Source: an optimization exercise on an open RTL-to-GDS flow (aim: small area). Production flows keep margins and buffers that such runs may drop.
Only simulation tests tie the RTL to the original design; equivalence was not proved.
Power figures rest on the tool's default switching activity, not on a simulated workload. The clock port is modelled as an ideal driver; clocking choices that lean on that would not hold on a real chip.

==> flow/design.v <==
module ddr_memory_rtl #(
    parameter ADDR_WIDTH = 4,
    parameter DATA_WIDTH = 32,
    parameter MEM_SIZE   = 16
) (
    input  logic                  clk,
    input  logic                  reset,
    input  logic                  wr,        
    input  logic                  rd,        
    input  logic [ADDR_WIDTH-1:0] addr,      
    input  logic [DATA_WIDTH-1:0] wdata,     
    output logic [DATA_WIDTH-1:0] rdata,     
    output logic                  response
);
  logic [DATA_WIDTH-1:0] mem[0:MEM_SIZE-1];
  logic [MEM_SIZE-1:0]   valid;
  logic [MEM_SIZE-1:0]   we;
  logic [MEM_SIZE-1:0]   sel;
  logic [DATA_WIDTH-1:0] rd_next;
  always_comb begin
    for (int i = 0; i < MEM_SIZE; i++) begin
      we[i]  = wr && addr == ADDR_WIDTH'(i);
      sel[i] = rd && valid[i] && addr == ADDR_WIDTH'(i);
    end
  end
  always_ff @(posedge clk or posedge reset) begin
    if (reset) begin
      valid    <= '0;
      response <= 1'b0;
    end else begin
      valid    <= valid | we;
      response <= wr;
    end
  end
  always_ff @(posedge clk) begin
    for (int i = 0; i < MEM_SIZE; i++)
      if (we[i]) mem[i] <= wdata;
  end
  always_comb begin
    rd_next = '0;
    for (int k = 0; k < 5; k++)
      rd_next = rd_next | ((mem[3*k] & {DATA_WIDTH{sel[3*k]}}) | (mem[3*k+1] & {DATA_WIDTH{sel[3*k+1]}}) | (mem[3*k+2] & {DATA_WIDTH{sel[3*k+2]}}));
    rd_next = rd_next | (mem[15] & {DATA_WIDTH{sel[15]}});
  end
  always_ff @(posedge clk) begin
    rdata <= rd_next;
  end
endmodule
clock: 4.0 ns
lec_check: 0
cap_margin: 0
core_margin: 2
core_utilization: 75
cts_buf_list: sky130_fd_sc_hd__clkbuf_16
cts_cluster_diameter: 100
cts_cluster_size: 30
gpl_timing_driven: 0
slew_margin: 0
standard.sh (not shown) runs the stock make flow with config.mk's settings and CLKGATE_MAP_FILE= SYNTH_SCRIPT=/design/flow/synth_recipe.tcl, a recipe that flattens the netlist after the stock synthesis.
==> flow/flow/run.sh <==
#!/bin/bash
# Standard layout, with the port buffers built from the smallest buffer cell and
# the clock tree built without dummy balancing loads.
set -euo pipefail
export BUFFER_PORTS_ARGS="-buffer_cell sky130_fd_sc_hd__buf_1"
export CTS_ARGS="-sink_clustering_enable -repair_clock_nets -buf_list sky130_fd_sc_hd__clkbuf_16 -sink_clustering_size 30 -sink_clustering_max_diameter 100 -dont_use_dummy_load"
bash standard.sh > standard_flow.log 2>&1
The starting point completed with no timing, DRC or antenna violations.
Rerun with:
==> flow/flow/run.sh (replaced) <==
#!/bin/bash
# Standard layout, with the port buffers built from the smallest buffer cell and
# the clock tree built without dummy balancing loads.
set -euo pipefail
export BUFFER_PORTS_ARGS="-buffer_cell sky130_fd_sc_hd__buf_1"
export CTS_ARGS="-sink_clustering_enable -repair_clock_nets -buf_list sky130_fd_sc_hd__clkbuf_8 -sink_clustering_size 16 -sink_clustering_max_diameter 100 -dont_use_dummy_load"
bash standard.sh > standard_flow.log 2>&1
- CORE_UTILIZATION: 75 -> 60
- GPL_TIMING_DRIVEN: 0 -> not set
- via count is lower by 7.0%
- combinational power fell by 6.4%
- non-clock buffer count shrinks by 52
Rerun with:
==> flow/flow/run.sh (replaced) <==
#!/bin/bash
# The standard layout (standard.sh), with three changes to how it is built:
#  - synthesis is synth_recipe.tcl unchanged, except that its technology mapping
#    call (abc) runs flow/abc_area.script, an area-oriented mapping, in place of
#    ORFS's speed script;
#  - the port buffers use the smallest buffer cell;
#  - the clock tree is built from large clusters of clkbuf_16, without dummy loads.
# Each tool's output goes to the logs under orfs/logs and to flow_standard.log.
set -euo pipefail
W=$PWD
cat > "$W/flow_synth.tcl" <<EOF
proc abc {args} {
  set i [lsearch -exact \$args -script]
  if {\$i >= 0} { lset args [expr {\$i + 1}] {$W/flow/abc_area.script} }
  yosys abc {*}\$args
}
source {$W/synth_recipe.tcl}
EOF
sed "s#SYNTH_SCRIPT=[^ ]*#SYNTH_SCRIPT=$W/flow_synth.tcl#" standard.sh > flow_standard.sh
grep -q "SYNTH_SCRIPT=$W/flow_synth.tcl" flow_standard.sh
export BUFFER_PORTS_ARGS="-buffer_cell sky130_fd_sc_hd__buf_1"
export CTS_ARGS="-sink_clustering_enable -repair_clock_nets -buf_list sky130_fd_sc_hd__clkbuf_16 -sink_clustering_size 33 -sink_clustering_max_diameter 100 -dont_use_dummy_load"
bash flow_standard.sh > flow_standard.log 2>&1
==> flow/flow/abc_area.script (new file) <==
strash
&get -n
&st
&dch
&nf -R 1000 -C 32
&put
- CORE_UTILIZATION: 60 -> 80
What happened:
- The new run produced a clean layout
- global-route usage grows by 9.0 points
- critical path depth is higher by 1
- power drops by about 1.6%
- synthesized area shrinks by 3.5%
- cell count drops by 14%
- cell area shrinks by about 4%
- via count is higher by 4.0%
- die area came out lower by about 27%
- flip-flop and latch count does not change
- clock-buffer cell count shrinks by 21
- setup slack gets worse by 0.28 ns

* * *

== cedar ==
RTL: the design.v shown in full above, as it stands there.
clock: 4.0 ns
lec_check: 0
cap_margin: 0
core_margin: 2
core_utilization: 70
cts_buf_list: sky130_fd_sc_hd__clkbuf_16
cts_cluster_diameter: 100
cts_cluster_size: 30
slew_margin: 0
==> flow/flow/run.sh <==
#!/bin/bash
# The standard layout (standard.sh), with four changes to how it is built:
#  - synthesis is synth_recipe.tcl unchanged, except that its technology mapping
#    call (abc) runs flow/abc_area.script, an area-oriented mapping, in place of
#    ORFS's speed script;
#  - the port buffers use the smallest buffer cell;
#  - the clock tree is built from large clusters of clkbuf_16, without dummy loads;
#  - before the resizer's repair after global placement, flow/upsize.tcl swaps the
#    buffers timing-driven placement put on internal high-fanout nets for
#    stronger drivers of those nets.
# Each tool's output goes to the logs under orfs/logs and to flow_standard.log.
set -euo pipefail
W=$PWD
cat > "$W/flow_synth.tcl" <<EOF
proc abc {args} {
  set i [lsearch -exact \$args -script]
  if {\$i >= 0} { lset args [expr {\$i + 1}] {$W/flow/abc_area.script} }
  yosys abc {*}\$args
}
source {$W/synth_recipe.tcl}
EOF
sed "s#SYNTH_SCRIPT=[^ ]*#SYNTH_SCRIPT=$W/flow_synth.tcl#" standard.sh > flow_standard.sh
grep -q "SYNTH_SCRIPT=$W/flow_synth.tcl" flow_standard.sh
export BUFFER_PORTS_ARGS="-buffer_cell sky130_fd_sc_hd__buf_1"
export PRE_RESIZE_TCL="$W/flow/upsize.tcl"
export CTS_ARGS="-sink_clustering_enable -repair_clock_nets -buf_list sky130_fd_sc_hd__clkbuf_8 -sink_clustering_size 21 -sink_clustering_max_diameter 120 -dont_use_dummy_load"
bash flow_standard.sh > flow_standard.log 2>&1
Other scripts of this flow, unchanged in this note and not shown: flow/flow/abc_area.script, flow/flow/upsize.tcl
cedar | status: complete | timing, DRC, antenna: pass
[inputs] pine vs cedar
-- flow/flow/run.sh --
<<< cedar, line 25
export PRE_RESIZE_TCL="$W/flow/upsize.tcl"
export CTS_ARGS="-sink_clustering_enable -repair_clock_nets -buf_list sky130_fd_sc_hd__clkbuf_8 -sink_clustering_size 21 -sink_clustering_max_diameter 120 -dont_use_dummy_load"
bash flow_standard.sh > flow_standard.log 2>&1
>>> pine, line 25
export PRE_RESIZE_TCL="$W/flow/upsize.tcl"
export CTS_ARGS="-sink_clustering_enable -repair_clock_nets -buf_list sky130_fd_sc_hd__clkbuf_16 -sink_clustering_size 35 -sink_clustering_max_diameter 100 -dont_use_dummy_load"
bash flow_standard.sh > flow_standard.log 2>&1
--- outcome ---
Area overhead of the layout relative to synthesis, pine and cedar: smaller value in cedar
As far as core box area goes, pine and cedar are indistinguishable; the numbers are identical.
Fmax: pine below cedar
Final cell area: pine above cedar
cedar -> pine: worst slew slack as a fraction of its limit flat
Compared to cedar, pine shows a narrower setup margin.
Critical path capture point: rdata[16]$_DFF_P_ -> pine, rdata[7]$_DFF_P_ -> cedar
Looking at power across both flows, pine is the weaker of the two, with cedar ahead.
On multi-input gate share of total cell area, cedar tracks pine almost exactly.

* * *

Setup of run A:
// ddr_memory_rtl: RTL as listed in full above, without the edits since
export LEC_CHECK = 0
export CAP_MARGIN = 0
export CORE_MARGIN = 2
export CORE_UTILIZATION = 75
export CTS_BUF_LIST = sky130_fd_sc_hd__clkbuf_16
export CTS_CLUSTER_DIAMETER = 100
export CTS_CLUSTER_SIZE = 30
export SLEW_MARGIN = 0
create_clock -name core_clock -period 4.0 [get_ports {clk}]
==> flow/flow/run.sh <==
#!/bin/bash
# The standard layout (standard.sh), with three changes to how it is built:
#  - synthesis is synth_recipe.tcl unchanged, except that its technology mapping
#    call (abc) runs flow/abc_area.script, an area-oriented mapping, in place of
#    ORFS's speed script;
#  - the port buffers use the smallest buffer cell;
#  - the clock tree is built from large clusters of clkbuf_16, without dummy loads.
# Each tool's output goes to the logs under orfs/logs and to flow_standard.log.
set -euo pipefail
W=$PWD
cat > "$W/flow_synth.tcl" <<EOF
proc abc {args} {
  set i [lsearch -exact \$args -script]
  if {\$i >= 0} { lset args [expr {\$i + 1}] {$W/flow/abc_area.script} }
  yosys abc {*}\$args
}
source {$W/synth_recipe.tcl}
EOF
sed "s#SYNTH_SCRIPT=[^ ]*#SYNTH_SCRIPT=$W/flow_synth.tcl#" standard.sh > flow_standard.sh
grep -q "SYNTH_SCRIPT=$W/flow_synth.tcl" flow_standard.sh
export BUFFER_PORTS_ARGS="-buffer_cell sky130_fd_sc_hd__buf_1"
export CTS_ARGS="-sink_clustering_enable -repair_clock_nets -buf_list sky130_fd_sc_hd__clkbuf_16 -sink_clustering_size 33 -sink_clustering_max_diameter 100 -dont_use_dummy_load"
bash flow_standard.sh > flow_standard.log 2>&1
==> flow/flow/abc_area.script <==
strash
&get -n
&st
&dch
&nf -R 1000 -C 32
&put
Input changes introduced in run B (baseline for comparison: run A):
- CORE_UTILIZATION changed from 75 to 70
Notes after the runs:
Layout-stage area growth over the synthesis result: run A vs run B, no meaningful difference
Area inside the core boundary for run B: 7.4% up relative to run A
Going from run A to run B, initial core utilization decreased 5.2 points, number of global-route vias before repair decreased 567.
[inputs] run C vs run B
- swapping 70 for 75 in CORE_UTILIZATION
--- a/flow/flow/run.sh
+++ b/flow/flow/run.sh
@@ -20,4 +20,4 @@
 grep -q "SYNTH_SCRIPT=$W/flow_synth.tcl" flow_standard.sh
 export BUFFER_PORTS_ARGS="-buffer_cell sky130_fd_sc_hd__buf_1"
-export CTS_ARGS="-sink_clustering_enable -repair_clock_nets -buf_list sky130_fd_sc_hd__clkbuf_16 -sink_clustering_size 33 -sink_clustering_max_diameter 100 -dont_use_dummy_load"
+export CTS_ARGS="-sink_clustering_enable -repair_clock_nets -buf_list sky130_fd_sc_hd__clkbuf_16 -sink_clustering_size 34 -sink_clustering_max_diameter 150 -dont_use_dummy_load"
 bash flow_standard.sh > flow_standard.log 2>&1
==> comparison <==
As far as cell area is concerned, run B and run C perform about the same. Part of the total power dissipated in combinational logic of run C is on par with run B. Sort run C and run B by relative area of non-clock buffer cells in the final design, ascending, and run B comes first. Sort run C and run B by first-pass GRT wire length asc -> top: run B. Higher setup slack after layout among run C and run B: run B. Delta (run C minus run B): core utilization climbed 5.7 points; fill cell instance count of the final layout shrank by about 15%. Status: sequential cell count parity (run C, run B). Going from run B to run C, final cell count down 13; overall power of the completed layout flat.
Input-level comparison between run D and run C:
- PLACE_DENSITY newly set to 0.85
--- a/flow/flow/run.sh
+++ b/flow/flow/run.sh
@@ -20,4 +20,4 @@
 grep -q "SYNTH_SCRIPT=$W/flow_synth.tcl" flow_standard.sh
 export BUFFER_PORTS_ARGS="-buffer_cell sky130_fd_sc_hd__buf_1"
-export CTS_ARGS="-sink_clustering_enable -repair_clock_nets -buf_list sky130_fd_sc_hd__clkbuf_16 -sink_clustering_size 34 -sink_clustering_max_diameter 150 -dont_use_dummy_load"
+export CTS_ARGS="-sink_clustering_enable -repair_clock_nets -buf_list sky130_fd_sc_hd__clkbuf_16 -sink_clustering_size 33 -sink_clustering_max_diameter 100 -dont_use_dummy_load"
 bash flow_standard.sh > flow_standard.log 2>&1
[summary]
No crash in run D: every stage finished, but the layout fails its final checks due to capacitance limit, slew limit. Run D: routing usage on met2 is 2.9 points higher than what run C reported. Summary of run D over run C: required time of the worst setup path increased 30 ps, placer congestion estimate decreased 0.018.
Setup changes, run D to run E
- PLACE_DENSITY removed (was 0.85)
- CORE_UTILIZATION changed from 75 to 60
==> flow/flow/run.sh <==
#!/bin/bash
# Standard layout, with the port buffers built from the smallest buffer cell and
# the clock tree built without dummy balancing loads.
set -euo pipefail
export BUFFER_PORTS_ARGS="-buffer_cell sky130_fd_sc_hd__buf_1"
export CTS_ARGS="-sink_clustering_enable -repair_clock_nets -buf_list sky130_fd_sc_hd__clkbuf_16 -sink_clustering_size 30 -sink_clustering_max_diameter 100 -dont_use_dummy_load"
bash standard.sh > standard_flow.log 2>&1
removed: flow/flow/abc_area.script
Notes after the runs:
- Per the final summary, run E finished and its layout is clean on timing, DRC and antenna.
- Run D -> run E: count of cells resized by post-cts repair delta 0, exact match
- Worst setup skew after layout: higher on run D
- Taking run D as the reference point, the leakage power figure of run E rises by 0.33 nW.
- From run D to run E the numbers moved as follows: number of library cell types mapped by synthesis now sits higher; critical path buffer and inverter count now smaller; layout filler cell count now sits higher; design area rose 3.7%.
- Between run D and run E, the wire length is higher for run D.
## Diff of input files: run F against run E
- swapping 60 for 85 in CORE_UTILIZATION
### Flow results
Both conditions hold for run F: the flow ran to the end and the final layout passed the timing, DRC and antenna checks. Both conditions hold for run E: the flow ran to the end and the final layout passed the timing, DRC and antenna checks. [compare] base=run E new=run F: sequential fraction of total cell area now larger; fmax shows a reduction of 18%. Per the comparison of run F with run E, total wire length after detailed routing has increased, overall track demand over capacity in global routing has increased. For required time of the worst setup path, run F and run E come out practically identical.

## static timing again, ports no longer ideal
The results above use ideal ports. As a check the final layouts listed here were re-extracted and re-timed, cells and wires unchanged. Step 1 assumes that a clkbuf_16 drives the clock port and a buf_2 every other input. Step 2 times the ports against the registers' clock, not the clock port: input delays grow and output delays shrink by t, the midpoint of the rising clock arrivals with the driver on. Three values: ideal, step 1, step 2; two values: the first two.
run | t, ns | setup WS [ns] | worst setup path after step 2 | clock arrival spread, ns | worst register clock-pin slew, ns
the first run of note 1 | 0.592 | 1.159 / 1.191 / 0.599 | input to register | 0.052 / 0.052 | 0.12 / 0.12
the second run of note 1 | 0.588 | 1.635 / 1.652 / 1.064 | input to register | 0.089 / 0.089 | 0.11 / 0.11
the third run of note 1 | 0.589 | 1.350 / 1.367 / 0.777 | input to register | 0.035 / 0.035 | 0.12 / 0.12
cedar | 0.669 | 1.495 / 1.517 / 0.849 | input to register | 0.029 / 0.029 | 0.12 / 0.12
pine | 0.561 | 1.419 / 1.445 / 0.883 | input to register | 0.083 / 0.083 | 0.12 / 0.12
run A | 0.581 | 1.407 / 1.427 / 0.846 | input to register | 0.031 / 0.031 | 0.12 / 0.12
run B | 0.595 | 1.521 / 1.556 / 0.961 | input to register | 0.037 / 0.037 | 0.12 / 0.12
run C | 0.579 | 1.420 / 1.443 / 0.864 | input to register | 0.062 / 0.061 | 0.12 / 0.12
run D | 0.590 | 1.163 / 1.189 / 0.599 | input to register | 0.044 / 0.044 | 0.12 / 0.12
run E | 0.603 | 1.637 / 1.657 / 1.054 | input to register | 0.021 / 0.021 | 0.11 / 0.11
run F | 0.609 | 1.128 / 1.155 / 0.546 | input to register | 0.045 / 0.044 | 0.12 / 0.12
For cedar, which loses most, drivers alone change the setup slack by +0.022 ns; drivers and shift together by -0.646 ns.
